This design comes from an exercise in tuning for small area and a short achievable clock period on the open sky130 flow, not from production work. Where RTL was checked, it was by simulation tests only, not by an equivalence proof against the original. For run 1, only the layout was checked, not whether the RTL still works. Power and IR drop assume default switching activity.

[flow/run.sh]
#!/bin/bash
# Own flow: the standard layout, with one change to synthesis: ABC maps the
# combinational logic with flow/abc_area.script (area-first mapping, then
# sizing) instead of ORFS's abc_area.script.  Everything else, including
# synth_recipe.tcl (-nofsm -noshare, flatten, rename), is the standard flow.
set -euo pipefail
rm -rf scripts_abc
cp -r "$FLOW_HOME/scripts" scripts_abc
cp flow/abc_area.script scripts_abc/abc_area.script
bash standard.sh SCRIPTS_DIR="$PWD/scripts_abc" synth > synth.log 2>&1
bash standard.sh "BUFFER_PORTS_ARGS=-buffer_cell sky130_fd_sc_hd__buf_1" finish > layout.log 2>&1
[flow/abc_area.script]
strash
dch
map -a
topo
stime -c
buffer -c
upsize -c
dnsize -c
[standard.sh]
#!/bin/bash
# synth_recipe.tcl (not shown) runs the flow's synth.tcl, then flattens the netlist and writes it again
# the make line also repeats each setting of config.mk as NAME=value (left out here)
make -C /OpenROAD-flow-scripts/flow DESIGN_CONFIG=/design/flow/config.mk WORK_HOME=/design/flow/orfs CLKGATE_MAP_FILE= SYNTH_SCRIPT=/design/flow/synth_recipe.tcl "${@:-finish}"
[config.mk]
export PLATFORM = sky130hd
export DESIGN_NAME = saw2sin
export DESIGN_NICKNAME = saw2sin
export VERILOG_FILES = /design/flow/design.v
export SDC_FILE = /design/flow/constraint.sdc
export NUM_CORES = 4
export LEC_CHECK = 0
export ABC_AREA = 1
export CAP_MARGIN = 20
export CORE_MARGIN = 2
export CORE_UTILIZATION = 40
export SLEW_MARGIN = 20
export SYNTH_HIERARCHICAL = 1
[constraint.sdc]
create_clock -name core_clock -period 70.0 [get_ports {i_clk}]
set_input_delay 14.0000 -clock core_clock [delete_from_list [all_inputs] [get_ports {i_clk}]]
set_output_delay 14.0000 -clock core_clock [all_outputs]
set_load 0.01 [all_outputs]
[design.v]
`default_nettype none
module sin_rom(m, c0, c1);
  input [5:0] m;
  wire [5:0] m;
  output [15:0] c0;
  wire [15:0] c0;
  output [7:0] c1;
  wire [7:0] c1;
  wire _000_;
  wire _001_;
  wire _002_;
  wire _003_;
  wire _004_;
  wire _005_;
  wire _006_;
  wire _007_;
  wire _008_;
  wire _009_;
  wire _010_;
  wire _011_;
  wire _012_;
  wire _013_;
  wire _014_;
  wire _015_;
  wire _016_;
  wire _017_;
  wire _018_;
  wire _019_;
  wire _020_;
  wire _021_;
  wire _022_;
  wire _023_;
  wire _024_;
  wire _025_;
  wire _026_;
  wire _027_;
  wire _028_;
  wire _029_;
  wire _030_;
  wire _031_;
  wire _032_;
  wire _033_;
  wire _034_;
  wire _035_;
  wire _036_;
  wire _037_;
  wire _038_;
  wire _039_;
  wire _040_;
  wire _041_;
  wire _042_;
  wire _043_;
  wire _044_;
  wire _045_;
  wire _046_;
  wire _047_;
  wire _048_;
  wire _049_;
  wire _050_;
  wire _051_;
  wire _052_;
  wire _053_;
  wire _054_;
  wire _055_;
  wire _056_;
  wire _057_;
  wire _058_;
  wire _059_;
  wire _060_;
  wire _061_;
  wire _062_;
  wire _063_;
  wire _064_;
  wire _065_;
  wire _066_;
  wire _067_;
  wire _068_;
  wire _069_;
  wire _070_;
  wire _071_;
  wire _072_;
  wire _073_;
  wire _074_;
  wire _075_;
  wire _076_;
  wire _077_;
  wire _078_;
  wire _079_;
  wire _080_;
  wire _081_;
  wire _082_;
  wire _083_;
  wire _084_;
  wire _085_;
  wire _086_;
  wire _087_;
  wire _088_;
  wire _089_;
  wire _090_;
  wire _091_;
  wire _092_;
  wire _093_;
  wire _094_;
  wire _095_;
  wire _096_;
  wire _097_;
  wire _098_;
  wire _099_;
  wire _100_;
  wire _101_;
  wire _102_;
  wire _103_;
  wire _104_;
  wire _105_;
  wire _106_;
  wire _107_;
  wire _108_;
  wire _109_;
  wire _110_;
  wire _111_;
  wire _112_;
  wire _113_;
  wire _114_;
  wire _115_;
  wire _116_;
  wire _117_;
  wire _118_;
  wire _119_;
  wire _120_;
  wire _121_;
  wire _122_;
  wire _123_;
  wire _124_;
  wire _125_;
  wire _126_;
  wire _127_;
  wire _128_;
  wire _129_;
  wire _130_;
  wire _131_;
  wire _132_;
  wire _133_;
  wire _134_;
  wire _135_;
  wire _136_;
  wire _137_;
  wire _138_;
  wire _139_;
  wire _140_;
  wire _141_;
  wire _142_;
  wire _143_;
  wire _144_;
  wire _145_;
  wire _146_;
  wire _147_;
  wire _148_;
  wire _149_;
  wire _150_;
  wire _151_;
  wire _152_;
  wire _153_;
  wire _154_;
  wire _155_;
  wire _156_;
  wire _157_;
  wire _158_;
  wire _159_;
  wire _160_;
  wire _161_;
  wire _162_;
  wire _163_;
  wire _164_;
  wire _165_;
  wire _166_;
  wire _167_;
  wire _168_;
  wire _169_;
  wire _170_;
  wire _171_;
  wire _172_;
  wire _173_;
  wire _174_;
  wire _175_;
  wire _176_;
  wire _177_;
  wire _178_;
  wire _179_;
  wire _180_;
  wire _181_;
  wire _182_;
  wire _183_;
  wire _184_;
  wire _185_;
  wire _186_;
  wire _187_;
  wire _188_;
  wire _189_;
  wire _190_;
  wire _191_;
  wire _192_;
  wire _193_;
  wire _194_;
  wire _195_;
  wire _196_;
  wire _197_;
  wire _198_;
  wire _199_;
  wire _200_;
  wire _201_;
  wire _202_;
  wire _203_;
  wire _204_;
  wire _205_;
  wire _206_;
  wire _207_;
  wire _208_;
  wire _209_;
  wire _210_;
  wire _211_;
  wire _212_;
  wire _213_;
  wire _214_;
  wire _215_;
  wire _216_;
  wire _217_;
  wire _218_;
  wire _219_;
  wire _220_;
  wire _221_;
  wire _222_;
  wire _223_;
  wire _224_;
  wire _225_;
  wire _226_;
  wire _227_;
  wire _228_;
  wire _229_;
  wire _230_;
  wire _231_;
  wire _232_;
  wire _233_;
  wire _234_;
  wire _235_;
  wire _236_;
  wire _237_;
  wire _238_;
  wire _239_;
  wire _240_;
  wire _241_;
  wire _242_;
  wire _243_;
  wire _244_;
  wire _245_;
  wire _246_;
  wire _247_;
  wire _248_;
  wire _249_;
  wire _250_;
  wire _251_;
  wire _252_;
  wire _253_;
  wire _254_;
  wire _255_;
  wire _256_;
  wire _257_;
  wire _258_;
  wire _259_;
  wire _260_;
  wire _261_;
  wire _262_;
  wire _263_;
  wire _264_;
  wire _265_;
  wire _266_;
  wire _267_;
  wire _268_;
  wire _269_;
  wire _270_;
  wire _271_;
  wire _272_;
  wire _273_;
  wire _274_;
  wire _275_;
  wire _276_;
  wire _277_;
  wire _278_;
  wire _279_;
  wire _280_;
  wire _281_;
  wire _282_;
  wire _283_;
  wire _284_;
  wire _285_;
  wire _286_;
  wire _287_;
  wire _288_;
  wire _289_;
  wire _290_;
  wire _291_;
  wire _292_;
  wire _293_;
  wire _294_;
  wire _295_;
  wire _296_;
  wire _297_;
  wire _298_;
  wire _299_;
  wire _300_;
  wire _301_;
  assign _194_ = ~m[5];
  assign _204_ = ~m[4];
  assign _215_ = ~(m[0] | m[1]);
  assign _225_ = ~(m[2] & m[3]);
  assign _235_ = ~(_225_ | _215_);
  assign _241_ = _204_ & ~(_235_);
  assign _242_ = _194_ & ~(_241_);
  assign _243_ = ~(m[2] | m[3]);
  assign _244_ = ~(_243_ & m[4]);
  assign _245_ = m[1] ? m[0] : m[2];
  assign _246_ = _245_ | _244_;
  assign _247_ = _243_ | m[4];
  assign _248_ = ~(_247_ & m[5]);
  assign _249_ = _248_ | ~(_246_);
  assign c1[6] = _249_ & ~(_242_);
  assign _250_ = m[2] & ~(m[3]);
  assign _251_ = m[3] & ~(m[2]);
  assign _252_ = _204_ & ~(_251_);
  assign _253_ = _252_ & ~(_250_);
  assign _254_ = m[5] & ~(_253_);
  assign _255_ = ~(m[0] & m[1]);
  assign _256_ = _255_ | m[3];
  assign _257_ = ~_250_;
  assign _258_ = ~m[2];
  assign _259_ = m[3] & ~(m[1]);
  assign _260_ = ~(_259_ & _258_);
  assign _261_ = ~(_260_ & m[4]);
  assign _262_ = _257_ & ~(_261_);
  assign _263_ = _262_ & _256_;
  assign _264_ = _254_ & ~(_263_);
  assign _265_ = ~(m[1] | m[2]);
  assign _266_ = ~_265_;
  assign _267_ = m[0] & m[3];
  assign _268_ = _267_ | ~(_225_);
  assign _269_ = ~(_268_ & _266_);
  assign _270_ = _269_ | _204_;
  assign _271_ = _270_ & _242_;
  assign c1[5] = _271_ | _264_;
  assign _272_ = ~m[3];
  assign _273_ = m[2] & ~(_215_);
  assign _274_ = _272_ & ~(_273_);
  assign _275_ = _269_ & ~(_274_);
  assign _276_ = _242_ & ~(_275_);
  assign _277_ = _255_ | _272_;
  assign _278_ = m[2] & ~(m[4]);
  assign _279_ = ~(_278_ & _277_);
  assign _280_ = ~(m[0] ^ m[1]);
  assign _281_ = ~(m[0] ^ m[2]);
  assign _282_ = ~(_281_ & m[3]);
  assign _283_ = ~(_282_ | _280_);
  assign _284_ = ~(_283_ | _245_);
  assign _285_ = m[4] & ~(_284_);
  assign _286_ = m[1] & m[2];
  assign _287_ = _286_ | _235_;
  assign _288_ = _285_ & ~(_287_);
  assign _289_ = _279_ & ~(_288_);
  assign _290_ = m[5] & ~(_289_);
  assign c1[4] = _290_ | _276_;
  assign _291_ = _273_ | ~(_268_);
  assign _292_ = _266_ & ~(_291_);
  assign _293_ = _292_ | _204_;
  assign _294_ = _245_ & ~(_281_);
  assign _295_ = _258_ & ~(_280_);
  assign _296_ = ~(_295_ | _294_);
  assign _297_ = _296_ & ~(m[3]);
  assign _298_ = _297_ | _293_;
  assign _299_ = _241_ & ~(_274_);
  assign _300_ = _299_ | m[5];
  assign _301_ = _298_ & ~(_300_);
  assign _000_ = m[2] & ~(m[0]);
  assign _001_ = ~(_000_ | _280_);
  assign _002_ = _272_ & ~(_001_);
  assign _003_ = _283_ | _204_;
  assign _004_ = _003_ | _002_;
  assign _005_ = _280_ & ~(_282_);
  assign _006_ = m[1] & ~(m[4]);
  assign _007_ = _006_ & ~(_005_);
  assign _008_ = _007_ | _194_;
  assign _009_ = _004_ & ~(_008_);
  assign c1[3] = _009_ | _301_;
  assign _010_ = _280_ & ~(_258_);
  assign _011_ = _010_ | _295_;
  assign _012_ = _011_ | _272_;
  assign _013_ = ~_215_;
  assign _014_ = _281_ | m[3];
  assign _015_ = _013_ & ~(_014_);
  assign _016_ = _015_ | _204_;
  assign _017_ = _016_ | ~(_012_);
  assign _018_ = m[0] & ~(_286_);
  assign _019_ = _018_ | _250_;
  assign _020_ = m[4] | ~(m[0]);
  assign _021_ = _019_ & ~(_020_);
  assign _022_ = _017_ & ~(_021_);
  assign _023_ = _022_ | _194_;
  assign _024_ = _286_ | _204_;
  assign _025_ = _272_ ? _280_ : _011_;
  assign _026_ = _025_ | _024_;
  assign _027_ = _274_ | m[4];
  assign _028_ = _265_ | _272_;
  assign _029_ = ~(_028_ | _273_);
  assign _030_ = _277_ & ~(_029_);
  assign _031_ = _030_ & ~(_027_);
  assign _032_ = _031_ | m[5];
  assign _033_ = _026_ & ~(_032_);
  assign c1[2] = _023_ & ~(_033_);
  assign _034_ = m[2] & ~(m[1]);
  assign _035_ = m[3] | ~(m[0]);
  assign _036_ = _034_ & ~(_035_);
  assign _037_ = ~(_036_ | _015_);
  assign _038_ = _259_ | _204_;
  assign _039_ = _268_ & ~(_280_);
  assign _040_ = ~(_039_ | _038_);
  assign _041_ = ~(_040_ & _037_);
  assign _042_ = _286_ & ~(m[3]);
  assign _043_ = m[0] & m[2];
  assign _044_ = _204_ & ~(_043_);
  assign _045_ = _044_ & ~(_042_);
  assign _046_ = _045_ & ~(_283_);
  assign _047_ = _041_ & ~(_046_);
  assign _048_ = _243_ & _215_;
  assign _049_ = _048_ | m[4];
  assign _050_ = _280_ & ~(_294_);
  assign _051_ = _050_ | _028_;
  assign _052_ = _243_ & ~(_280_);
  assign _053_ = _051_ & ~(_052_);
  assign _054_ = _053_ & ~(_049_);
  assign _055_ = ~(_274_ & _266_);
  assign _056_ = _055_ & ~(_038_);
  assign _057_ = _056_ | _054_;
  assign c1[1] = _194_ ? _047_ : _057_;
  assign _058_ = _010_ | ~(_268_);
  assign _059_ = _034_ | m[3];
  assign _060_ = ~(_059_ & _058_);
  assign _061_ = m[3] & ~(_280_);
  assign _062_ = ~m[0];
  assign _063_ = ~(_034_ & _062_);
  assign _064_ = _061_ | ~(_063_);
  assign _065_ = _256_ & ~(_064_);
  assign _066_ = m[4] ? _060_ : _065_;
  assign _067_ = _030_ & ~(_052_);
  assign _068_ = _204_ & ~(_067_);
  assign _069_ = _014_ | m[1];
  assign _070_ = _042_ | _204_;
  assign _071_ = _070_ | _267_;
  assign _072_ = _069_ & ~(_071_);
  assign _073_ = _072_ | _068_;
  assign c1[0] = _194_ ? _066_ : _073_;
  assign _074_ = _272_ & ~(_286_);
  assign _075_ = m[4] & ~(_074_);
  assign _076_ = _194_ & ~(_075_);
  assign _077_ = ~(_048_ & _204_);
  assign c0[15] = ~(_077_ & _076_);
  assign _078_ = m[5] & ~(_243_);
  assign _079_ = _078_ | _254_;
  assign _080_ = _049_ | ~(_269_);
  assign _081_ = _080_ & _076_;
  assign c0[14] = _081_ | _079_;
  assign _082_ = ~(_078_ & _241_);
  assign _083_ = _272_ & ~(_215_);
  assign _084_ = _083_ | _245_;
  assign _085_ = _084_ | m[2];
  assign _086_ = _085_ & ~(_042_);
  assign _087_ = _086_ ^ _293_;
  assign _088_ = _194_ & ~(_087_);
  assign c0[13] = _082_ & ~(_088_);
  assign _089_ = _278_ & ~(_029_);
  assign _090_ = _244_ & ~(_089_);
  assign _091_ = _090_ | _194_;
  assign _092_ = m[1] & ~(m[2]);
  assign _093_ = _268_ & ~(_092_);
  assign _094_ = _093_ | _061_;
  assign _095_ = _270_ & ~(_094_);
  assign _096_ = _278_ | _273_;
  assign _097_ = _096_ & ~(_006_);
  assign _098_ = _097_ | _095_;
  assign _099_ = _074_ & ~(_295_);
  assign _100_ = _099_ | m[5];
  assign _101_ = _098_ & ~(_100_);
  assign c0[12] = _091_ & ~(_101_);
  assign _102_ = _281_ & ~(_075_);
  assign _103_ = m[4] & m[3];
  assign _104_ = _103_ & ~(_001_);
  assign _105_ = _104_ | _102_;
  assign _106_ = m[1] & ~(m[3]);
  assign _107_ = ~(_292_ | _106_);
  assign _108_ = _204_ & ~(_107_);
  assign _109_ = _108_ | _262_;
  assign c0[11] = _194_ ? _105_ : _109_;
  assign _110_ = _106_ & ~(_000_);
  assign _111_ = _110_ | _261_;
  assign _112_ = ~(_010_ | _295_);
  assign _113_ = _112_ | _272_;
  assign _114_ = ~(_035_ & _204_);
  assign _115_ = _113_ & ~(_114_);
  assign _116_ = _111_ & ~(_115_);
  assign _117_ = ~(m[4] | m[1]);
  assign _118_ = _281_ ? m[3] : _245_;
  assign _119_ = _272_ & ~(_112_);
  assign _120_ = _119_ | _118_;
  assign _121_ = _120_ & ~(_092_);
  assign _122_ = _083_ & ~(_121_);
  assign _123_ = ~(_012_ | _034_);
  assign _124_ = ~(_123_ | _261_);
  assign _125_ = _124_ & ~(_122_);
  assign _126_ = _125_ | _117_;
  assign c0[10] = m[5] ? _116_ : _126_;
  assign _127_ = _050_ | _259_;
  assign _128_ = ~(_127_ & _204_);
  assign _129_ = _261_ | _235_;
  assign _130_ = _037_ & ~(_129_);
  assign _131_ = _128_ & ~(_130_);
  assign _132_ = _131_ | _194_;
  assign _133_ = _061_ | _235_;
  assign _134_ = _133_ | _016_;
  assign _135_ = _247_ & ~(_006_);
  assign _136_ = _062_ & ~(_135_);
  assign _137_ = _136_ | m[5];
  assign _138_ = _134_ & ~(_137_);
  assign c0[9] = _132_ & ~(_138_);
  assign _139_ = m[3] & ~(m[0]);
  assign _140_ = _139_ | m[4];
  assign _141_ = _140_ | _050_;
  assign _142_ = _291_ & ~(_070_);
  assign _143_ = _141_ & ~(_142_);
  assign _144_ = _250_ & _215_;
  assign _145_ = _144_ | _106_;
  assign _146_ = _058_ & ~(_145_);
  assign _147_ = _146_ | _204_;
  assign _148_ = _274_ & ~(_049_);
  assign _149_ = _147_ & ~(_148_);
  assign c0[8] = m[5] ? _143_ : _149_;
  assign _150_ = _272_ & ~(_280_);
  assign _151_ = _204_ & ~(_150_);
  assign _152_ = ~(_139_ & _112_);
  assign _153_ = m[5] & ~(_152_);
  assign _154_ = _151_ & ~(_153_);
  assign _155_ = m[1] & ~(m[0]);
  assign _156_ = _272_ ? _155_ : _280_;
  assign _157_ = _296_ & ~(_156_);
  assign _158_ = _157_ | _251_;
  assign _159_ = _194_ ? _121_ : _158_;
  assign _160_ = m[4] & ~(_159_);
  assign c0[7] = _160_ | _154_;
  assign _161_ = _005_ | ~(_035_);
  assign _162_ = ~(_161_ & _204_);
  assign _163_ = _215_ & ~(_272_);
  assign _164_ = _163_ | _024_;
  assign _165_ = ~(_164_ | _052_);
  assign _166_ = _162_ & ~(_165_);
  assign _167_ = ~_084_;
  assign _168_ = _259_ & ~(_000_);
  assign _169_ = _014_ & ~(_168_);
  assign _170_ = m[4] ? _167_ : _169_;
  assign c0[6] = _194_ ? _166_ : _170_;
  assign _171_ = _118_ | m[4];
  assign _172_ = ~(_038_ | _155_);
  assign _173_ = _172_ & ~(_093_);
  assign _174_ = _171_ & ~(_173_);
  assign _175_ = _093_ | _204_;
  assign _176_ = _175_ | _122_;
  assign _177_ = _025_ & ~(_080_);
  assign _178_ = _176_ & ~(_177_);
  assign c0[5] = _194_ ? _174_ : _178_;
  assign _179_ = _268_ | ~(_151_);
  assign _180_ = m[4] & ~(_034_);
  assign _181_ = _180_ & ~(_156_);
  assign _182_ = _179_ & ~(_181_);
  assign _183_ = ~(_144_ | _267_);
  assign _184_ = _183_ | _293_;
  assign _185_ = _282_ & ~(m[4]);
  assign _186_ = _185_ & ~(_295_);
  assign _187_ = _184_ & ~(_186_);
  assign c0[4] = _194_ ? _182_ : _187_;
  assign _188_ = _019_ & ~(_036_);
  assign _189_ = _204_ & ~(_188_);
  assign _190_ = _118_ & ~(_024_);
  assign _191_ = _190_ | m[5];
  assign _192_ = _191_ | _189_;
  assign _193_ = _036_ | m[3];
  assign _195_ = _193_ | ~(_255_);
  assign _196_ = _195_ & ~(_070_);
  assign _197_ = _027_ & ~(_189_);
  assign _198_ = _260_ & ~(_197_);
  assign _199_ = _198_ | _196_;
  assign _200_ = ~(_058_ & m[5]);
  assign _201_ = _199_ & ~(_200_);
  assign c0[3] = _192_ & ~(_201_);
  assign _202_ = _048_ | _017_;
  assign _203_ = _014_ & ~(_094_);
  assign _205_ = _151_ & ~(_203_);
  assign _206_ = _202_ & ~(_205_);
  assign _207_ = _206_ | m[5];
  assign _208_ = _053_ & ~(_161_);
  assign _209_ = ~(_277_ & m[4]);
  assign _210_ = _209_ | _208_;
  assign _211_ = _039_ | m[4];
  assign _212_ = _193_ & ~(_211_);
  assign _213_ = _212_ | _194_;
  assign _214_ = _210_ & ~(_213_);
  assign c0[2] = _207_ & ~(_214_);
  assign _216_ = _158_ & ~(_215_);
  assign _217_ = _055_ & ~(_216_);
  assign _218_ = _217_ | _204_;
  assign _219_ = _112_ & ~(_059_);
  assign _220_ = _252_ & ~(_219_);
  assign _221_ = _220_ | _194_;
  assign _222_ = _218_ & ~(_221_);
  assign _223_ = _135_ | _123_;
  assign _224_ = _048_ | _204_;
  assign _226_ = _224_ | _110_;
  assign _227_ = ~(_226_ | _029_);
  assign _228_ = _227_ | m[5];
  assign _229_ = _223_ & ~(_228_);
  assign c0[1] = _229_ | _222_;
  assign _230_ = _011_ & ~(_127_);
  assign _231_ = _241_ & ~(_230_);
  assign _232_ = _119_ | _204_;
  assign _233_ = _152_ & ~(_232_);
  assign _234_ = _233_ | _231_;
  assign _236_ = m[2] | ~(m[0]);
  assign _237_ = _156_ | ~(_252_);
  assign _238_ = _237_ & ~(_117_);
  assign _239_ = _236_ & ~(_238_);
  assign _240_ = _239_ | _285_;
  assign c0[0] = m[5] ? _234_ : _240_;
  assign c1[7] = ~_079_;
endmodule
module sin_qrom(mq, aq, qn);
  input [0:0] mq;
  wire [0:0] mq;
  input [2:0] aq;
  wire [2:0] aq;
  output [2:0] qn;
  wire [2:0] qn;
  wire _00_;
  wire _01_;
  wire _02_;
  wire _03_;
  wire _04_;
  wire _05_;
  assign _04_ = ~(aq[1] | mq);
  assign _05_ = aq[0] & ~(_04_);
  assign _00_ = ~(aq[1] & mq);
  assign _01_ = _00_ | ~(aq[0]);
  assign qn[0] = aq[2] ? _05_ : _01_;
  assign qn[2] = _01_ | ~(aq[2]);
  assign _02_ = _00_ & ~(_05_);
  assign _03_ = ~(_01_ & aq[2]);
  assign qn[1] = _03_ | _02_;
endmodule
module sin_fa
( input  wire a
, input  wire b
, input  wire c
, output wire s
, output wire co
);
assign s = a ^ b ^ c;
assign co = (a & b) | (a & c) | (b & c);
endmodule
module sin_ha
( input  wire a
, input  wire b
, output wire s
, output wire co
);
assign s = a ^ b;
assign co = a & b;
endmodule
`default_nettype none
module saw2sin
( input  wire        i_clk
, input  wire [15:0] i_saw
, output logic [15:0] o_sin
);
wire inv = i_saw[15];
wire rev = i_saw[14];
wire [13:0] v = i_saw[13:0] ^ {14{rev}};
wire [5:0] m = v[13:8];
wire [7:0] x = {~i_saw[7], i_saw[6:0]};
wire [6:0] a = x[7] ? ~x[6:0] : x[6:0];
wire [15:0] c0;
wire [7:0] c1;
sin_rom rom (.m(m), .c0(c0), .c1(c1));
wire [2:0] qn;
sin_qrom qrom (.mq(m[5:5]), .aq(a[6:4]), .qn(qn));
wire [3:0] bneg, bone, btwo;
assign bneg[0] = x[1] ^ rev;
assign bone[0] = x[0] ^ 1'b0;
assign btwo[0] = (x[1] & ~x[0] & ~1'b0) | (~x[1] & x[0] & 1'b0);
assign bneg[1] = x[3] ^ rev;
assign bone[1] = x[2] ^ x[1];
assign btwo[1] = (x[3] & ~x[2] & ~x[1]) | (~x[3] & x[2] & x[1]);
assign bneg[2] = x[5] ^ rev;
assign bone[2] = x[4] ^ x[3];
assign btwo[2] = (x[5] & ~x[4] & ~x[3]) | (~x[5] & x[4] & x[3]);
assign bneg[3] = x[7] ^ rev;
assign bone[3] = x[6] ^ x[5];
assign btwo[3] = (x[7] & ~x[6] & ~x[5]) | (~x[7] & x[6] & x[5]);
wire b_pp0_5 = (((bone[0] & c1[5]) | (btwo[0] & c1[4])) ^ bneg[0]);
wire b_pp0_6 = (((bone[0] & c1[6]) | (btwo[0] & c1[5])) ^ bneg[0]);
wire b_pp0_7 = (((bone[0] & c1[7]) | (btwo[0] & c1[6])) ^ bneg[0]);
wire b_pp0_8 = ((btwo[0] & c1[7]) ^ bneg[0]);
wire b_nneg0 = ~bneg[0];
wire b_pp1_3 = (((bone[1] & c1[3]) | (btwo[1] & c1[2])) ^ bneg[1]);
wire b_pp1_4 = (((bone[1] & c1[4]) | (btwo[1] & c1[3])) ^ bneg[1]);
wire b_pp1_5 = (((bone[1] & c1[5]) | (btwo[1] & c1[4])) ^ bneg[1]);
wire b_pp1_6 = (((bone[1] & c1[6]) | (btwo[1] & c1[5])) ^ bneg[1]);
wire b_pp1_7 = (((bone[1] & c1[7]) | (btwo[1] & c1[6])) ^ bneg[1]);
wire b_pp1_8 = ((btwo[1] & c1[7]) ^ bneg[1]);
wire b_nneg1 = ~bneg[1];
wire b_pp2_1 = (((bone[2] & c1[1]) | (btwo[2] & c1[0])) ^ bneg[2]);
wire b_pp2_2 = (((bone[2] & c1[2]) | (btwo[2] & c1[1])) ^ bneg[2]);
wire b_pp2_3 = (((bone[2] & c1[3]) | (btwo[2] & c1[2])) ^ bneg[2]);
wire b_pp2_4 = (((bone[2] & c1[4]) | (btwo[2] & c1[3])) ^ bneg[2]);
wire b_pp2_5 = (((bone[2] & c1[5]) | (btwo[2] & c1[4])) ^ bneg[2]);
wire b_pp2_6 = (((bone[2] & c1[6]) | (btwo[2] & c1[5])) ^ bneg[2]);
wire b_pp2_7 = (((bone[2] & c1[7]) | (btwo[2] & c1[6])) ^ bneg[2]);
wire b_pp2_8 = ((btwo[2] & c1[7]) ^ bneg[2]);
wire b_nneg2 = ~bneg[2];
wire b_pp3_0 = ((bone[3] & c1[0]) ^ bneg[3]);
wire b_pp3_1 = (((bone[3] & c1[1]) | (btwo[3] & c1[0])) ^ bneg[3]);
wire b_pp3_2 = (((bone[3] & c1[2]) | (btwo[3] & c1[1])) ^ bneg[3]);
wire b_pp3_3 = (((bone[3] & c1[3]) | (btwo[3] & c1[2])) ^ bneg[3]);
wire b_pp3_4 = (((bone[3] & c1[4]) | (btwo[3] & c1[3])) ^ bneg[3]);
wire b_pp3_5 = (((bone[3] & c1[5]) | (btwo[3] & c1[4])) ^ bneg[3]);
wire b_pp3_6 = (((bone[3] & c1[6]) | (btwo[3] & c1[5])) ^ bneg[3]);
wire b_pp3_7 = (((bone[3] & c1[7]) | (btwo[3] & c1[6])) ^ bneg[3]);
wire b_pp3_8 = ((btwo[3] & c1[7]) ^ bneg[3]);
wire b_nneg3 = ~bneg[3];
wire b_neg3 = bneg[3];
wire b_q0 = qn[0];
wire b_q1 = qn[1];
wire b_q2 = qn[2];
wire b_ninv = ~inv;
wire fs1, fc2;
sin_fa u_fs1 (.a(b_pp0_6), .b(b_pp1_4), .c(b_pp2_2), .s(fs1), .co(fc2));
wire hs3, hc4;
sin_ha u_hs3 (.a(b_pp0_7), .b(b_pp1_5), .s(hs3), .co(hc4));
wire hs5, hc6;
sin_ha u_hs5 (.a(b_pp0_5), .b(b_pp1_3), .s(hs5), .co(hc6));
wire fs7, fc8;
sin_fa u_fs7 (.a(fs1), .b(b_pp3_0), .c(b_neg3), .s(fs7), .co(fc8));
wire hs9, hc10;
sin_ha u_hs9 (.a(b_q1), .b(b_ninv), .s(hs9), .co(hc10));
wire fs11, fc12;
sin_fa u_fs11 (.a(hs3), .b(b_pp2_3), .c(b_pp3_1), .s(fs11), .co(fc12));
wire fs13, fc14;
sin_fa u_fs13 (.a(b_q2), .b(c0[2]), .c(fc2), .s(fs13), .co(fc14));
wire fs15, fc16;
sin_fa u_fs15 (.a(b_pp0_8), .b(b_pp1_6), .c(b_pp2_4), .s(fs15), .co(fc16));
wire fs17, fc18;
sin_fa u_fs17 (.a(b_pp3_2), .b(c0[3]), .c(hc4), .s(fs17), .co(fc18));
wire fs19, fc20;
sin_fa u_fs19 (.a(b_nneg0), .b(b_pp1_7), .c(b_pp2_5), .s(fs19), .co(fc20));
wire hs21, hc22;
sin_ha u_hs21 (.a(b_pp3_3), .b(c0[4]), .s(hs21), .co(hc22));
wire fs23, fc24;
sin_fa u_fs23 (.a(b_pp1_8), .b(b_pp2_6), .c(b_pp3_4), .s(fs23), .co(fc24));
wire hs25, hc26;
sin_ha u_hs25 (.a(b_nneg1), .b(b_pp2_7), .s(hs25), .co(hc26));
wire hs27, hc28;
sin_ha u_hs27 (.a(hs5), .b(b_pp2_1), .s(hs27), .co(hc28));
wire fs29, fc30;
sin_fa u_fs29 (.a(fs7), .b(hs9), .c(c0[1]), .s(fs29), .co(fc30));
wire fs31, fc32;
sin_fa u_fs31 (.a(fs11), .b(fs13), .c(fc8), .s(fs31), .co(fc32));
wire fs33, fc34;
sin_fa u_fs33 (.a(fs15), .b(fs17), .c(fc12), .s(fs33), .co(fc34));
wire fs35, fc36;
sin_fa u_fs35 (.a(fs19), .b(hs21), .c(fc16), .s(fs35), .co(fc36));
wire fs37, fc38;
sin_fa u_fs37 (.a(fs23), .b(c0[5]), .c(fc20), .s(fs37), .co(fc38));
wire fs39, fc40;
sin_fa u_fs39 (.a(hs25), .b(b_pp3_5), .c(c0[6]), .s(fs39), .co(fc40));
wire fs41, fc42;
sin_fa u_fs41 (.a(b_pp2_8), .b(b_pp3_6), .c(c0[7]), .s(fs41), .co(fc42));
wire hs43, hc44;
sin_ha u_hs43 (.a(b_nneg2), .b(b_pp3_7), .s(hs43), .co(hc44));
wire hs45, hc46;
sin_ha u_hs45 (.a(hs27), .b(b_q0), .s(hs45), .co(hc46));
wire fs47, fc48;
sin_fa u_fs47 (.a(fs29), .b(hc6), .c(hc28), .s(fs47), .co(fc48));
wire fs49, fc50;
sin_fa u_fs49 (.a(fs31), .b(hc10), .c(fc30), .s(fs49), .co(fc50));
wire fs51, fc52;
sin_fa u_fs51 (.a(fs33), .b(fc14), .c(fc32), .s(fs51), .co(fc52));
wire fs53, fc54;
sin_fa u_fs53 (.a(fs35), .b(fc18), .c(fc34), .s(fs53), .co(fc54));
wire fs55, fc56;
sin_fa u_fs55 (.a(fs37), .b(hc22), .c(fc36), .s(fs55), .co(fc56));
wire fs57, fc58;
sin_fa u_fs57 (.a(fs39), .b(fc24), .c(fc38), .s(fs57), .co(fc58));
wire fs59, fc60;
sin_fa u_fs59 (.a(fs41), .b(hc26), .c(fc40), .s(fs59), .co(fc60));
wire fs61, fc62;
sin_fa u_fs61 (.a(hs43), .b(c0[8]), .c(fc42), .s(fs61), .co(fc62));
wire fs63, fc64;
sin_fa u_fs63 (.a(b_pp3_8), .b(c0[9]), .c(hc44), .s(fs63), .co(fc64));
wire hs65, hc66;
sin_ha u_hs65 (.a(b_nneg3), .b(c0[10]), .s(hs65), .co(hc66));
wire [15:0] ra = {c0[15], c0[14], c0[13], c0[12], c0[11], hs65, fs63, fs61, fs59, fs57, fs55, fs53, fs51, fs49, fs47, hs45};
wire [15:0] rb = {1'b0, 1'b0, 1'b0, 1'b0, hc66, fc64, fc62, fc60, fc58, fc56, fc54, fc52, fc50, fc48, hc46, c0[0]};
wire [15:0] z;
wire [15:0] pg_g0 = ra & rb;
wire [15:0] pg_p0 = ra ^ rb;
wire pfx_g1 = pg_g0[1] | (pg_p0[1] & pg_g0[0]);
wire pfx_p1 = pg_p0[1] & pg_p0[0];
wire pfx_g2 = pg_g0[3] | (pg_p0[3] & pg_g0[2]);
wire pfx_p2 = pg_p0[3] & pg_p0[2];
wire pfx_g3 = pg_g0[5] | (pg_p0[5] & pg_g0[4]);
wire pfx_p3 = pg_p0[5] & pg_p0[4];
wire pfx_g4 = pg_g0[7] | (pg_p0[7] & pg_g0[6]);
wire pfx_p4 = pg_p0[7] & pg_p0[6];
wire pfx_g5 = pg_g0[9] | (pg_p0[9] & pg_g0[8]);
wire pfx_p5 = pg_p0[9] & pg_p0[8];
wire pfx_g6 = pg_g0[11] | (pg_p0[11] & pg_g0[10]);
wire pfx_p6 = pg_p0[11] & pg_p0[10];
wire pfx_g7 = pg_g0[13] | (pg_p0[13] & pg_g0[12]);
wire pfx_p7 = pg_p0[13] & pg_p0[12];
wire pfx_g8 = pg_g0[15] | (pg_p0[15] & pg_g0[14]);
wire pfx_p8 = pg_p0[15] & pg_p0[14];
wire pfx_g9 = pfx_g2 | (pfx_p2 & pfx_g1);
wire pfx_p9 = pfx_p2 & pfx_p1;
wire pfx_g10 = pfx_g4 | (pfx_p4 & pfx_g3);
wire pfx_p10 = pfx_p4 & pfx_p3;
wire pfx_g11 = pfx_g6 | (pfx_p6 & pfx_g5);
wire pfx_p11 = pfx_p6 & pfx_p5;
wire pfx_g12 = pfx_g8 | (pfx_p8 & pfx_g7);
wire pfx_p12 = pfx_p8 & pfx_p7;
wire pfx_g13 = pfx_g10 | (pfx_p10 & pfx_g9);
wire pfx_p13 = pfx_p10 & pfx_p9;
wire pfx_g14 = pfx_g12 | (pfx_p12 & pfx_g11);
wire pfx_p14 = pfx_p12 & pfx_p11;
wire pfx_g15 = pfx_g14 | (pfx_p14 & pfx_g13);
wire pfx_p15 = pfx_p14 & pfx_p13;
wire pfx_g16 = pfx_g11 | (pfx_p11 & pfx_g13);
wire pfx_p16 = pfx_p11 & pfx_p13;
wire pfx_g17 = pfx_g3 | (pfx_p3 & pfx_g9);
wire pfx_p17 = pfx_p3 & pfx_p9;
wire pfx_g18 = pfx_g5 | (pfx_p5 & pfx_g13);
wire pfx_p18 = pfx_p5 & pfx_p13;
wire pfx_g19 = pfx_g7 | (pfx_p7 & pfx_g16);
wire pfx_p19 = pfx_p7 & pfx_p16;
wire pfx_g20 = pg_g0[2] | (pg_p0[2] & pfx_g1);
wire pfx_p20 = pg_p0[2] & pfx_p1;
wire pfx_g21 = pg_g0[4] | (pg_p0[4] & pfx_g9);
wire pfx_p21 = pg_p0[4] & pfx_p9;
wire pfx_g22 = pg_g0[6] | (pg_p0[6] & pfx_g17);
wire pfx_p22 = pg_p0[6] & pfx_p17;
wire pfx_g23 = pg_g0[8] | (pg_p0[8] & pfx_g13);
wire pfx_p23 = pg_p0[8] & pfx_p13;
wire pfx_g24 = pg_g0[10] | (pg_p0[10] & pfx_g18);
wire pfx_p24 = pg_p0[10] & pfx_p18;
wire pfx_g25 = pg_g0[12] | (pg_p0[12] & pfx_g16);
wire pfx_p25 = pg_p0[12] & pfx_p16;
wire pfx_g26 = pg_g0[14] | (pg_p0[14] & pfx_g19);
wire pfx_p26 = pg_p0[14] & pfx_p19;
wire [15:0] pg_pi = pg_p0 ^ {16{inv}};
assign z[0] = pg_pi[0];
assign z[1] = pg_pi[1] ^ pg_g0[0];
assign z[2] = pg_pi[2] ^ pfx_g1;
assign z[3] = pg_pi[3] ^ pfx_g20;
assign z[4] = pg_pi[4] ^ pfx_g9;
assign z[5] = pg_pi[5] ^ pfx_g21;
assign z[6] = pg_pi[6] ^ pfx_g17;
assign z[7] = pg_pi[7] ^ pfx_g22;
assign z[8] = pg_pi[8] ^ pfx_g13;
assign z[9] = pg_pi[9] ^ pfx_g23;
assign z[10] = pg_pi[10] ^ pfx_g18;
assign z[11] = pg_pi[11] ^ pfx_g24;
assign z[12] = pg_pi[12] ^ pfx_g16;
assign z[13] = pg_pi[13] ^ pfx_g25;
assign z[14] = pg_pi[14] ^ pfx_g19;
assign z[15] = pg_pi[15] ^ pfx_g26;
wire [14:0] zi = z[15:1];
logic [15:0] sin_q;
always_ff @(posedge i_clk) sin_q <= {~inv, zi};
always_comb o_sin = sin_q;
endmodule
==> results_dict.tcl, run 1 <==
set metrics [dict create \
    wl_um 10500 \
    layout-drive-gt1-share_pct 8.57 \
    tritoncts "yes" \
    grt_pass1_vias 3435 \
    synthesis.nets 574 \
    drc 0 \
    rsz0062_at_grt "false" \
    design_area_sq_um 3870 \
    p_per_area_nw_per_um2 60.9 \
    fillCellCount 880 \
    ant_nets 0 \
    dr_total_vias 3752 \
    cts_made_buffers 3 \
    seq_power_share_pct 7.9 \
    synth_area_sq_um 3610 \
    dpl-instance-area_sq_um 3820 \
    die_area_sq_um 9790 \
    fmax_mhz 47.3 \
    crit_arrival_ns 21.27 \
    p_clk_share_pct 3.2 \
    ir_worst_vdd_mv 0.0303 \
    swShare_pct 53.0 \
    status "no timing/DRC/antenna violations" \
    fin_crit_sh_pct 30.2 \
    port_buffers 32 \
    hold_viol 0 \
    holdBufCountCts 0 \
    rows 34 \
    globalplace.congestion 1.06 \
    yosys_warnings 7 \
    seq_area_frac_synth_pct 8.88 \
    power.leakage_nw 1.66 \
    largest_register_ffs 16 \
    required_ns 70.12 \
    die_w_um 98.9 \
    drv_slew 0 \
    cts_resized 0 \
    hold_class "in2reg" \
    cp_common_cell "fa_1" \
    tns_ns 0 \
    power.internal_uw 111 \
    timing.slew.headroom_pct 31.0 \
    layout.cells.non_filler 633 \
    multi_input_area_sq_um 2970 \
    cpMaxStageDelayCell "xor2_1" \
    combPwrFrac_pct 88.8 \
    maxCapViolCount 0 \
    ioPinCount 33 \
    grt_max_degree 35 \
    syn_area_per_cell_sq_um 7.17 \
    clockBufferDepth 2 \
    netlist_instances 503 \
    area_growth_pct 7.36 \
    dp_slack_ns 48.67 \
    h-tree-depth 1 \
    power.switching_uw 125 \
    synth_cell_types 39 \
    critical_path.top_delay_family "adder cells" \
    worst_slack_ns 48.85 \
    wl_per_cell_um 16.6 \
    grt_antenna_before_repair 0 \
    root_buffer "clkbuf_8" \
    core_sq_um 8720 \
    critical_path_class "in2reg" \
    synth_seq_cells 16 \
    first_pass_iters 6 \
    fp.dieH_um 98.9 \
    cts_setup_buffers 0 \
    worstMarginPinSlew_ns 1.03 \
    fin_nets 597 \
    ff_latch_area_sq_um 320 \
    cpPeakStageDelay_ns 0.76 \
    dp.cells 629 \
    largestRegisters "sin_q (16)" \
    overflow 0 \
    end_kind "register" \
    start_kind "input port" \
    dp_hpwl_um 8550 \
    grt_usage_pct 21.1 \
    grt_pass1_wl_um 16800 \
    initial_core_util_pct 41.3 \
    final_core_util_pct 44.4 \
    fin_hold_ws_ns 14.48 \
    finalPower_uw 236 \
    setup_viol 0 \
    cp_max_fo 10 \
    clkTransAtPathRegs_ns 0.06 \
    antenna_cells 0 \
    initialDrtViolationCount 611 \
    top_register "sin_q" \
    vias_per_cell 5.93 \
    critPathBufInv 6 \
    finalCriticalPeriod_ns 21.15 \
    cts_sinks 16 \
]
cell usage in the layout (no fill, tap or decap), types with 24 or more instances in the layout:
master    n
inv_1    52
o21ai_0  28
xnor2_1  25
fa_1     24
buf_1    32
nand2_1  49
xor2_1   43
ha_1     30
o22ai_1  28
a21oi_1  30
nor2_1   60
cells in the mapped netlist:
library cell	n	area share (%)
nor2_1	60	6.2
inv_1	52	5.4
nand2_1	49	5.1
xor2_1	45	11
a21oi_1	30	4.2
ha_1	30	10
o21ai_0	28	3.9
o22ai_1	28	4.9
xnor2_1	25	6.1
fa_1	24	13
dfxtp_1	16	8.9
inv_2	12	1.2
nand3_1	12	1.7
a31oi_1	10	1.7
nor3_1	10	1.4
clkbuf_1	8	0.83
nor2_2	7	1.2
buf_2	6	0.83
nand2_2	4	0.69
nand4_1	4	0.69
o21ai_1	4	0.56
o31ai_1	4	0.83
a21oi_2	3	0.73
a32o_1	3	0.83
buf_4	3	0.62
nor2_4	3	0.94
o211ai_1	3	0.62
o21ai_2	3	0.73
o21bai_1	3	0.62
a22oi_1	2	0.42
a32oi_1	2	0.49
clkinv_1	2	0.21
o32ai_1	2	0.49
a211oi_1	1	0.21
a211oi_4	1	0.56
a221oi_1	1	0.24
a31oi_4	1	0.59
nor3_2	1	0.28
xor2_2	1	0.45
metal layers:
layer  routed length [um]  up-vias  global-route usage, %  share of wire (%)
met5                    0        -                      0                  0
li1                     -     1732                      -                  -
met2                 4520      259                   32.4                 43
met3                 1100       58                   3.69                 10
met4                  525        0                   9.59                5.0
met1                 4350     1703                   29.0                 41
worst paths after layout:
path                  start         to  depth (start not counted)
hold / removal    i_saw[15]  sin_q[15]                          2
setup / recovery  i_saw[14]  sin_q[14]                         31
power by group through the flow:
stage	combinational (mW)	clock [mW]	sequential, mW
floorplan	0.166	0	0.0216
global placement	0.205	0	0.0189
detailed placement	0.209	0	0.0189
CTS	0.210	0.00791	0.0187
global route	0.239	0.00826	0.0192
finish	0.210	0.00766	0.0186
final cells by class:
class,instances,share of cell area (%)
well taps,108,3.49
clock buffers,4,1.42
multi-input cells,404,76.7
inverters,66,6.40
repair buffers,35,3.68
flip-flops and latches,16,8.27
modules after synthesis, one instance, submodules excluded:
module	cells inside	flip-flops and latches	cell area, sq um
sin_ha	1	0	12.5
saw2sin	205	16	1650
sin_qrom	10	0	51.3
sin_fa	1	0	20.0
sin_rom	255	0	1320
kinds of logic (layout without fill, tap and decap cells):
group	Yosys count	in the layout	share of synthesized area, %
AND/OR/NAND/NOR	150	150	18.2
AO/OA/AOI/OAI	129	129	22.6
buffers and inverters	83	105	9.16
XOR/XNOR	71	71	17.5
adder cells (fa/ha/maj)	54	54	23.7
flip-flops	16	16	8.88
==> run 2: changes to the inputs <==
--- a/design.v
+++ b/design.v
@@ -635,28 +635,45 @@
   assign c0[0] = m[5] ? _234_ : _240_;
   assign c1[7] = ~_079_;
 endmodule
-module sin_qrom(mq, aq, qn);
+module sin_qrom(mq, aq, ex, qn);
   input [0:0] mq;
   wire [0:0] mq;
   input [2:0] aq;
   wire [2:0] aq;
-  output [2:0] qn;
-  wire [2:0] qn;
+  input [1:0] ex;
+  wire [1:0] ex;
+  output [3:0] qn;
+  wire [3:0] qn;
   wire _00_;
   wire _01_;
   wire _02_;
   wire _03_;
   wire _04_;
   wire _05_;
-  assign _04_ = ~(aq[1] | mq);
-  assign _05_ = aq[0] & ~(_04_);
-  assign _00_ = ~(aq[1] & mq);
-  assign _01_ = _00_ | ~(aq[0]);
-  assign qn[0] = aq[2] ? _05_ : _01_;
-  assign qn[2] = _01_ | ~(aq[2]);
-  assign _02_ = _00_ & ~(_05_);
-  assign _03_ = ~(_01_ & aq[2]);
-  assign qn[1] = _03_ | _02_;
+  wire _06_;
+  wire _07_;
+  wire _08_;
+  wire _09_;
+  wire _10_;
+  wire _11_;
+  wire _12_;
+  assign _00_ = ex[1] & ~(ex[0]);
+  assign _01_ = ~(mq | aq[1]);
+  assign _02_ = ~(aq[0] & aq[2]);
+  assign _03_ = ~(_02_ | _01_);
+  assign _04_ = ~(mq & aq[1]);
+  assign _05_ = aq[2] & ~(_04_);
+  assign _06_ = _05_ | _03_;
+  assign _07_ = aq[0] & ~(_04_);
+  assign _08_ = _07_ | ~(_06_);
+  assign _09_ = ~(ex[0] ^ ex[1]);
+  assign _10_ = ~(_09_ | _08_);
+  assign _11_ = _06_ & ~(_10_);
+  assign qn[2] = _11_ ^ _00_;
+  assign qn[1] = _09_ ^ _08_;
+  assign _12_ = _07_ | aq[2];
+  assign qn[0] = _03_ | ~(_12_);
+  assign qn[3] = ~(_11_ | _00_);
 endmodule
 module sin_fa
 ( input  wire a
@@ -692,8 +709,8 @@
 wire [15:0] c0;
 wire [7:0] c1;
 sin_rom rom (.m(m), .c0(c0), .c1(c1));
-wire [2:0] qn;
-sin_qrom qrom (.mq(m[5:5]), .aq(a[6:4]), .qn(qn));
+wire [3:0] qn;
+sin_qrom qrom (.mq(m[5:5]), .aq(a[6:4]), .ex({inv, bneg[3]}), .qn(qn));
 wire [3:0] bneg, bone, btwo;
 assign bneg[0] = x[1] ^ rev;
 assign bone[0] = x[0] ^ 1'b0;
@@ -738,79 +755,74 @@
 wire b_pp3_7 = (((bone[3] & c1[7]) | (btwo[3] & c1[6])) ^ bneg[3]);
 wire b_pp3_8 = ((btwo[3] & c1[7]) ^ bneg[3]);
 wire b_nneg3 = ~bneg[3];
-wire b_neg3 = bneg[3];
 wire b_q0 = qn[0];
 wire b_q1 = qn[1];
 wire b_q2 = qn[2];
-wire b_ninv = ~inv;
-wire fs1, fc2;
-sin_fa u_fs1 (.a(b_pp0_6), .b(b_pp1_4), .c(b_pp2_2), .s(fs1), .co(fc2));
-wire hs3, hc4;
-sin_ha u_hs3 (.a(b_pp0_7), .b(b_pp1_5), .s(hs3), .co(hc4));
+wire b_q3 = qn[3];
+wire hs1, hc2;
+sin_ha u_hs1 (.a(b_pp0_5), .b(b_pp1_3), .s(hs1), .co(hc2));
+wire fs3, fc4;
+sin_fa u_fs3 (.a(b_pp0_6), .b(b_pp1_4), .c(b_pp2_2), .s(fs3), .co(fc4));
 wire hs5, hc6;
-sin_ha u_hs5 (.a(b_pp0_5), .b(b_pp1_3), .s(hs5), .co(hc6));
+sin_ha u_hs5 (.a(b_pp3_0), .b(b_q1), .s(hs5), .co(hc6));
 wire fs7, fc8;
-sin_fa u_fs7 (.a(fs1), .b(b_pp3_0), .c(b_neg3), .s(fs7), .co(fc8));
-wire hs9, hc10;
-sin_ha u_hs9 (.a(b_q1), .b(b_ninv), .s(hs9), .co(hc10));
+sin_fa u_fs7 (.a(b_pp0_7), .b(b_pp1_5), .c(b_pp2_3), .s(fs7), .co(fc8));
+wire fs9, fc10;
+sin_fa u_fs9 (.a(b_pp3_1), .b(b_q2), .c(c0[2]), .s(fs9), .co(fc10));
 wire fs11, fc12;
-sin_fa u_fs11 (.a(hs3), .b(b_pp2_3), .c(b_pp3_1), .s(fs11), .co(fc12));
+sin_fa u_fs11 (.a(b_pp0_8), .b(b_pp1_6), .c(b_pp2_4), .s(fs11), .co(fc12));
 wire fs13, fc14;
-sin_fa u_fs13 (.a(b_q2), .b(c0[2]), .c(fc2), .s(fs13), .co(fc14));
+sin_fa u_fs13 (.a(b_pp3_2), .b(b_q3), .c(c0[3]), .s(fs13), .co(fc14));
 wire fs15, fc16;
-sin_fa u_fs15 (.a(b_pp0_8), .b(b_pp1_6), .c(b_pp2_4), .s(fs15), .co(fc16));
-wire fs17, fc18;
-sin_fa u_fs17 (.a(b_pp3_2), .b(c0[3]), .c(hc4), .s(fs17), .co(fc18));
+sin_fa u_fs15 (.a(b_nneg0), .b(b_pp1_7), .c(b_pp2_5), .s(fs15), .co(fc16));
+wire hs17, hc18;
+sin_ha u_hs17 (.a(b_pp3_3), .b(c0[4]), .s(hs17), .co(hc18));
 wire fs19, fc20;
-sin_fa u_fs19 (.a(b_nneg0), .b(b_pp1_7), .c(b_pp2_5), .s(fs19), .co(fc20));
+sin_fa u_fs19 (.a(b_pp1_8), .b(b_pp2_6), .c(b_pp3_4), .s(fs19), .co(fc20));
 wire hs21, hc22;
-sin_ha u_hs21 (.a(b_pp3_3), .b(c0[4]), .s(hs21), .co(hc22));
-wire fs23, fc24;
-sin_fa u_fs23 (.a(b_pp1_8), .b(b_pp2_6), .c(b_pp3_4), .s(fs23), .co(fc24));
-wire hs25, hc26;
-sin_ha u_hs25 (.a(b_nneg1), .b(b_pp2_7), .s(hs25), .co(hc26));
-wire hs27, hc28;
-sin_ha u_hs27 (.a(hs5), .b(b_pp2_1), .s(hs27), .co(hc28));
+sin_ha u_hs21 (.a(b_nneg1), .b(b_pp2_7), .s(hs21), .co(hc22));
+wire hs23, hc24;
+sin_ha u_hs23 (.a(hs1), .b(b_pp2_1), .s(hs23), .co(hc24));
+wire fs25, fc26;
+sin_fa u_fs25 (.a(fs3), .b(hs5), .c(c0[1]), .s(fs25), .co(fc26));
+wire fs27, fc28;
+sin_fa u_fs27 (.a(fs7), .b(fs9), .c(fc4), .s(fs27), .co(fc28));
 wire fs29, fc30;
-sin_fa u_fs29 (.a(fs7), .b(hs9), .c(c0[1]), .s(fs29), .co(fc30));
+sin_fa u_fs29 (.a(fs11), .b(fs13), .c(fc8), .s(fs29), .co(fc30));
 wire fs31, fc32;
-sin_fa u_fs31 (.a(fs11), .b(fs13), .c(fc8), .s(fs31), .co(fc32));
+sin_fa u_fs31 (.a(fs15), .b(hs17), .c(fc12), .s(fs31), .co(fc32));
 wire fs33, fc34;
-sin_fa u_fs33 (.a(fs15), .b(fs17), .c(fc12), .s(fs33), .co(fc34));
+sin_fa u_fs33 (.a(fs19), .b(c0[5]), .c(fc16), .s(fs33), .co(fc34));
 wire fs35, fc36;
-sin_fa u_fs35 (.a(fs19), .b(hs21), .c(fc16), .s(fs35), .co(fc36));
+sin_fa u_fs35 (.a(hs21), .b(b_pp3_5), .c(c0[6]), .s(fs35), .co(fc36));
 wire fs37, fc38;
-sin_fa u_fs37 (.a(fs23), .b(c0[5]), .c(fc20), .s(fs37), .co(fc38));
-wire fs39, fc40;
-sin_fa u_fs39 (.a(hs25), .b(b_pp3_5), .c(c0[6]), .s(fs39), .co(fc40));
-wire fs41, fc42;
-sin_fa u_fs41 (.a(b_pp2_8), .b(b_pp3_6), .c(c0[7]), .s(fs41), .co(fc42));
-wire hs43, hc44;
-sin_ha u_hs43 (.a(b_nneg2), .b(b_pp3_7), .s(hs43), .co(hc44));
-wire hs45, hc46;
-sin_ha u_hs45 (.a(hs27), .b(b_q0), .s(hs45), .co(hc46));
+sin_fa u_fs37 (.a(b_pp2_8), .b(b_pp3_6), .c(c0[7]), .s(fs37), .co(fc38));
+wire hs39, hc40;
+sin_ha u_hs39 (.a(b_nneg2), .b(b_pp3_7), .s(hs39), .co(hc40));
+wire hs41, hc42;
+sin_ha u_hs41 (.a(hs23), .b(b_q0), .s(hs41), .co(hc42));
+wire fs43, fc44;
+sin_fa u_fs43 (.a(fs25), .b(hc2), .c(hc24), .s(fs43), .co(fc44));
+wire fs45, fc46;
+sin_fa u_fs45 (.a(fs27), .b(hc6), .c(fc26), .s(fs45), .co(fc46));
 wire fs47, fc48;
-sin_fa u_fs47 (.a(fs29), .b(hc6), .c(hc28), .s(fs47), .co(fc48));
+sin_fa u_fs47 (.a(fs29), .b(fc10), .c(fc28), .s(fs47), .co(fc48));
 wire fs49, fc50;
-sin_fa u_fs49 (.a(fs31), .b(hc10), .c(fc30), .s(fs49), .co(fc50));
+sin_fa u_fs49 (.a(fs31), .b(fc14), .c(fc30), .s(fs49), .co(fc50));
 wire fs51, fc52;
-sin_fa u_fs51 (.a(fs33), .b(fc14), .c(fc32), .s(fs51), .co(fc52));
+sin_fa u_fs51 (.a(fs33), .b(hc18), .c(fc32), .s(fs51), .co(fc52));
 wire fs53, fc54;
-sin_fa u_fs53 (.a(fs35), .b(fc18), .c(fc34), .s(fs53), .co(fc54));
+sin_fa u_fs53 (.a(fs35), .b(fc20), .c(fc34), .s(fs53), .co(fc54));
 wire fs55, fc56;
 sin_fa u_fs55 (.a(fs37), .b(hc22), .c(fc36), .s(fs55), .co(fc56));
 wire fs57, fc58;
-sin_fa u_fs57 (.a(fs39), .b(fc24), .c(fc38), .s(fs57), .co(fc58));
+sin_fa u_fs57 (.a(hs39), .b(c0[8]), .c(fc38), .s(fs57), .co(fc58));
 wire fs59, fc60;
-sin_fa u_fs59 (.a(fs41), .b(hc26), .c(fc40), .s(fs59), .co(fc60));
-wire fs61, fc62;
-sin_fa u_fs61 (.a(hs43), .b(c0[8]), .c(fc42), .s(fs61), .co(fc62));
-wire fs63, fc64;
-sin_fa u_fs63 (.a(b_pp3_8), .b(c0[9]), .c(hc44), .s(fs63), .co(fc64));
-wire hs65, hc66;
-sin_ha u_hs65 (.a(b_nneg3), .b(c0[10]), .s(hs65), .co(hc66));
-wire [15:0] ra = {c0[15], c0[14], c0[13], c0[12], c0[11], hs65, fs63, fs61, fs59, fs57, fs55, fs53, fs51, fs49, fs47, hs45};
-wire [15:0] rb = {1'b0, 1'b0, 1'b0, 1'b0, hc66, fc64, fc62, fc60, fc58, fc56, fc54, fc52, fc50, fc48, hc46, c0[0]};
+sin_fa u_fs59 (.a(b_pp3_8), .b(c0[9]), .c(hc40), .s(fs59), .co(fc60));
+wire hs61, hc62;
+sin_ha u_hs61 (.a(b_nneg3), .b(c0[10]), .s(hs61), .co(hc62));
+wire [15:0] ra = {c0[15], c0[14], c0[13], c0[12], c0[11], hs61, fs59, fs57, fs55, fs53, fs51, fs49, fs47, fs45, fs43, hs41};
+wire [15:0] rb = {1'b0, 1'b0, 1'b0, 1'b0, hc62, fc60, fc58, fc56, fc54, fc52, fc50, fc48, fc46, fc44, hc42, c0[0]};
 wire [15:0] z;
 wire [15:0] pg_g0 = ra & rb;
 wire [15:0] pg_p0 = ra ^ rb;
==> run 2 against run 1 <==
Effect of this change: sequential cell count did not move; setup slack improved by 0.55 ns; count of clock-buffer cells in the layout did not move; via count rose by 0.29%; final area rose by 1.0%; power fell by 4.2%; fmax rose by 2.7%; synthesized cell count rose by 0.60%; global-route usage rose by 0.80 points; combinational power fell by 5%; still clean on timing, DRC and antenna; sequential share of layout area fell by 0.082 points.
==> results_dict.tcl, run 2 <==
set metrics [dict create \
    status "no timing/DRC/antenna violations" \
    grt_max_degree 36 \
    netlist_top_cells_area "fa_1 13%, ha_1 11%, xor2_1 11%, dfxtp_1 8.8%, nor2_1 6.3%" \
    synth-edff-count 0 \
    die_w_um 99.2 \
    ioPinCount 33 \
    finalCriticalPeriod_ns 20.60 \
    first_pass_iters 8 \
    wl_um 10800 \
    area_growth_pct 7.94 \
    ant_nets 0 \
    fp.dieH_um 99.2 \
    layout_commonest_cell "nor2_1" \
    multi_input_area_sq_um 2980 \
    cp_max_fo 10 \
    ys_top_cells_by_count "61 x nor2_1, 55 x inv_1, 50 x nand2_1, 45 x xor2_1, 32 x ha_1" \
    start_kind "input port" \
    ff_latch_area_sq_um 320 \
    clkTransAtPathRegs_ns 0.06 \
    cts_made_buffers 3 \
    end_kind "register" \
    cpPeakStageDelay_ns 0.66 \
    worst_slack_ns 49.40 \
    tns_ns 0 \
    root_buffer "clkbuf_8" \
    grt_usage_pct 21.9 \
    globalplace.congestion 1.10 \
    largestRegisters "sin_q (16)" \
    maxCapViolCount 0 \
    critical_path_class "in2reg" \
    syn_area_per_cell_sq_um 7.16 \
    worstMarginPinSlew_ns 0.915 \
    core_sq_um 8760 \
    grt_pass1_vias 3441 \
    drv_slew 0 \
    async_reset_ff_share_pct 0 \
    netlist_instances 506 \
    layout-drive-gt1-share_pct 8.87 \
    grt_antenna_before_repair 0 \
    power.leakage_nw 1.70 \
    dp_slack_ns 49.20 \
    fillCellCount 893 \
    rsz0062_at_grt "false" \
    top_register "sin_q" \
    p_per_area_nw_per_um2 57.8 \
    required_ns 70.12 \
    synth_most_common_cell "nor2_1" \
    tritoncts "yes" \
    vias_per_cell 5.90 \
    dr_total_vias 3763 \
    initialDrtViolationCount 654 \
    setup_viol 0 \
    cts_setup_buffers 0 \
    synth_area_sq_um 3620 \
    dp_hpwl_um 8950 \
    synth_seq_cells 16 \
    synth_cell_types 41 \
    cts_sinks 16 \
    crit_arrival_ns 20.73 \
    hold_viol 0 \
    initial_core_util_pct 41.3 \
    overflow 0 \
    grt_pass1_wl_um 17300 \
    cpMaxStageDelayCell "xor2_1" \
    cts_resized 0 \
    holdBufCountCts 0 \
    port_buffers 32 \
    seq_area_frac_synth_pct 8.84 \
    yosys.area.top_type "fa_1" \
    synthesis.nets 578 \
    antenna_cells 0 \
    wl_per_cell_um 16.9 \
    drc 0 \
    fin_crit_sh_pct 29.4 \
    synth-main-ff-cell "dfxtp_1" \
    fmax_mhz 48.5 \
    yosys_warnings 7 \
    hold_class "in2reg" \
    rows 34 \
    die_area_sq_um 9830 \
    timing.slew.headroom_pct 38.8 \
    most-common-layout-cells "61 x nor2_1, 55 x inv_1, 50 x nand2_1" \
    yosysTopAreaCellShare_pct 12.7 \
    clockBufferDepth 2 \
    h-tree-depth 1 \
    final_core_util_pct 44.6 \
    ir_worst_vdd_mv 0.0298 \
    fin_nets 603 \
    largest_register_ffs 16 \
]
[run 2: cell types whose count changed in the layout (fill, tap and decap cells not counted), moves of 2 or more]
| cell | change |
|---|---|
| inv_1 | +3 |
| buf_4 | +2 |
| ha_1 | +2 |
| nand3_1 | -2 |
| nor2_2 | -2 |
[run 2: layer usage]
metal / routed length, um / up-vias / global-route usage (%)
met4: 610 / 0 / 11.5
met2: 4470 / 287 / 32.7
met5: 0 / - / 0
li1: - / 1744 / -
met3: 1230 / 60 / 4.15
met1: 4500 / 1672 / 30.2
[run 2: modules after synthesis (local to each module, per instance)]
module | cell area, sq um | flip-flops and latches
sin_qrom | 100 | 0
sin_fa | 20.0 | 0
saw2sin | 1650 | 16
sin_rom | 1320 | 0
sin_ha | 12.5 | 0
[run 2: cell families after synthesis]
logic type	synth area share [%]
AO/OA/AOI/OAI	22.7
XOR/XNOR	17.4
adder cells (fa/ha/maj)	23.8
buffers and inverters	9.43
flip-flops	8.84
AND/OR/NAND/NOR	17.9
[run 2: power by group]
group	internal (mW)	switching, mW
clock	0.00498	0.00272
sequential	0.0175	0.000941
combinational	0.0837	0.116
[run 2: final cells by class]
type / instances / share of cell area, %
Timing Repair Buffer: 37 / 4.03
Multi-Input combinational cell: 404 / 76.3
Clock buffer: 4 / 1.41
Tap cell: 108 / 3.46
Sequential cell: 16 / 8.19
Inverter: 69 / 6.62
[run 2: through the flow]
stage	area (sq um)	hold slack, ns	power, mW	std cells
2_1_floorplan	3620	14.30	0.179	506
3_3_place_gp	3850	14.39	0.213	634
3_5_place_dp	3850	14.38	0.218	634
4_1_cts	3910	14.13	0.227	638
5_1_grt	3910	14.16	0.251	638
6_report	3910	14.14	0.226	638
[run 2: worst paths after layout]
check	startpoint	end	depth (start not counted)	slack [ns]
setup / recovery	i_saw[14]	sin_q[14]	30	49.40
hold / removal	i_saw[15]	sin_q[15]	3	14.14
[run 2: worst max-delay path: cells and delay by family]
family	cells	cell delay (ns)
xor gates and xnor gates	3	1.02
AOI/OAI and AO/OA	6	0.69
and+or+nand+nor	9	0.99
adders and majority gates	6	2.80
buffers and inverters	6	1.23
==> run 3: changes to the inputs <==
==> flow/run.sh (replaced) <==
#!/bin/bash
# Own flow: the standard layout (standard.sh) with two changes.
#  1. Synthesis: ABC maps the combinational logic with flow/abc_area.script
#     (area-first mapping, then buffering and sizing) instead of ORFS's
#     abc_area.script.  It runs from a private copy of the ORFS scripts in
#     which only that file differs; synth_recipe.tcl (-nofsm -noshare,
#     flatten, rename) and everything else is the standard synthesis.
#  2. Layout: the port buffers that global placement inserts on every input
#     and output are sky130_fd_sc_hd__buf_1 cells.
# Each tool's full output goes to synth.log / layout.log here (and ORFS's own
# per-step logs under orfs/logs/).
set -euo pipefail
rm -rf scripts_abc
cp -r "$FLOW_HOME/scripts" scripts_abc
cp flow/abc_area.script scripts_abc/abc_area.script
bash standard.sh SCRIPTS_DIR="$PWD/scripts_abc" synth > synth.log 2>&1
bash standard.sh "BUFFER_PORTS_ARGS=-buffer_cell sky130_fd_sc_hd__buf_1" finish > layout.log 2>&1
==> run 3 against run 2 <==
Effect of this change: first-iteration DRC count stayed put; critical path type unchanged; die area stayed put; clock power hardly changed; combinational power hardly changed; non-clock buffer count stayed put; count of clock-buffer cells in the layout stayed put; sequential share of layout area stayed put; critical path depth stayed put; global-route usage stayed put; setup slack stayed put; final cell count stayed put; still clean.
==> results_dict.tcl, run 3 <==
set metrics [dict create \
    status "no timing/DRC/antenna violations" \
    ys_top_cells_by_count "61 x nor2_1, 55 x inv_1, 50 x nand2_1, 45 x xor2_1, 32 x ha_1" \
    ff_latch_area_sq_um 320 \
    cts_setup_buffers 0 \
    clockBufferDepth 2 \
    design_area_sq_um 3910 \
    start_kind "input port" \
    ioPinCount 33 \
    hold_viol 0 \
    root_buffer "clkbuf_8" \
    yosys.area.top_type "fa_1" \
    syn_area_per_cell_sq_um 7.16 \
    dpl-instance-area_sq_um 3850 \
    largest_register_ffs 16 \
    finalPower_uw 226 \
    ir_worst_vdd_mv 0.0298 \
    finalCriticalPeriod_ns 20.60 \
    grt_usage_pct 21.9 \
    clkTransAtPathRegs_ns 0.06 \
    rsz0062_at_grt "false" \
    holdBufCountCts 0 \
    cts_resized 0 \
    wl_um 10800 \
    wl_per_cell_um 16.9 \
    initial_core_util_pct 41.3 \
    power.leakage_nw 1.70 \
    grt_pass1_vias 3441 \
    critPathBufInv 6 \
    grt_antenna_before_repair 0 \
    fp.dieH_um 99.2 \
    yosysTopAreaCellShare_pct 12.7 \
    port_buffers 32 \
    area_growth_pct 7.94 \
    synth_most_common_cell "nor2_1" \
    fin_nets 603 \
    hold_class "in2reg" \
    cpMaxStageDelayCell "xor2_1" \
    end_kind "register" \
    synth-edff-count 0 \
    die_area_sq_um 9830 \
    drc 0 \
    antenna_cells 0 \
    netlist_instances 506 \
    layout_commonest_cell "nor2_1" \
    top_register "sin_q" \
    tns_ns 0 \
    fmax_mhz 48.5 \
    drv_slew 0 \
    cp_max_fo 10 \
    synthesis.nets 578 \
    setup_viol 0 \
    grt_max_degree 36 \
    first_pass_iters 8 \
    crit_arrival_ns 20.73 \
    initialDrtViolationCount 654 \
    ant_nets 0 \
    die_w_um 99.2 \
    tritoncts "yes" \
    seq_area_frac_synth_pct 8.84 \
    largestRegisters "sin_q (16)" \
    cts_made_buffers 3 \
    synth_seq_cells 16 \
    synth_area_sq_um 3620 \
    layout-drive-gt1-share_pct 8.87 \
    synth_cell_types 41 \
    maxCapViolCount 0 \
    fillCellCount 893 \
    cpPeakStageDelay_ns 0.66 \
    vias_per_cell 5.90 \
    overflow 0 \
    dp_hpwl_um 8950 \
    grt_pass1_wl_um 17300 \
    required_ns 70.12 \
    netlist_top_cells_area "fa_1 13%, ha_1 11%, xor2_1 11%, dfxtp_1 8.8%, nor2_1 6.3%" \
    synth-main-ff-cell "dfxtp_1" \
    p_per_area_nw_per_um2 57.8 \
    most-common-layout-cells "61 x nor2_1, 55 x inv_1, 50 x nand2_1" \
    rows 34 \
    async_reset_ff_share_pct 0 \
    multi_input_area_sq_um 2980 \
    critical_path_class "in2reg" \
    timing.slew.headroom_pct 38.8 \
    dr_total_vias 3763 \
    core_sq_um 8760 \
    globalplace.congestion 1.10 \
    cts_sinks 16 \
    fin_crit_sh_pct 29.4 \
    critical_path.top_delay_family "adder cells" \
    worstMarginPinSlew_ns 0.915 \
    h-tree-depth 1 \
    yosys_warnings 7 \
]
run 3: through the flow:
stage	hold WS (ns)	setup WS [ns]	cells	util (%)
after floorplan	14.30	50.38	506	-
after global placement	14.39	49.25	634	44.0
after detailed placement	14.38	49.20	634	44.0
after CTS	14.13	49.45	638	44.6
after global routing	14.16	48.96	638	44.6
final	14.14	49.40	638	44.6
run 3: cells by family (layout without fill, tap and decap cells):
family / after synthesis / in the layout / synth area share, %
fa+ha+maj: 55 / 55 / 23.8
flops: 16 / 16 / 8.84
xor+xnor: 71 / 71 / 17.4
simple gates: 149 / 149 / 17.9
buf+inv: 86 / 110 / 9.43
compound gates: 129 / 129 / 22.7
run 3: per-layer routing:
layer / track usage [%] / wire, um / vias up
li1: - / - / 1744
met1: 30.2 / 4500 / 1672
met2: 32.7 / 4470 / 287
met3: 4.15 / 1230 / 60
met4: 11.5 / 610 / 0
met5: 0 / 0 / -
run 3: final cells by class:
cell class                      instances  area share (%)
Inverter                               69            6.62
Tap cell                              108            3.46
Clock buffer                            4            1.41
Multi-Input combinational cell        404            76.3
Timing Repair Buffer                   37            4.03
Sequential cell                        16            8.19
run 3: final timing paths:
check,to,slack [ns],start,depth (start not counted)
worst min-delay path,sin_q[15],14.14,i_saw[15],3
worst max-delay path,sin_q[14],49.40,i_saw[14],30
run 3: power breakdown:
group          switching [mW]  internal, mW
registers            0.000941        0.0175
clock network         0.00272       0.00498
logic                   0.116        0.0837
run 3: per-module statistics from Yosys, one instance, submodules excluded:
| module | area, sq um | flip-flops and latches |
|---|---|---|
| sin_rom | 1320 | 0 |
| sin_qrom | 100 | 0 |
| sin_fa | 20.0 | 0 |
| saw2sin | 1650 | 16 |
| sin_ha | 12.5 | 0 |
run 3: tightest hold or removal path, delay by kind of cell:
kind,cells,cell delay (ns)
buffers and inverters,3,0.35

[re-timing with driven ports]
How much do the figures lean on ideal ports? The routed layouts below were timed once more, with nothing changed but the port constraints.
Step 1: set_driving_cell puts a clkbuf_16 on i_clk and a buf_2 on each other input, an assumption about the parent block.
Step 2, shift: input delay + t, output delay - t, t = (earliest + latest rising clock arrival at the registers) / 2. This alone moves slack from input paths to output paths.
Slacks: ideal / step 1 / step 2; pairs: ideal / step 1.
run	shift t [ns]	slack for setup (ns)	worst setup path after step 2	cell pins on the clock port's net
run 1	0.265	48.848 / 48.849 / 48.584	input to register	1
run 2	0.263	49.397 / 49.394 / 49.132	input to register	1
run 3	0.263	49.397 / 49.394 / 49.132	input to register	1
After both steps setup and hold are still met in every run listed.
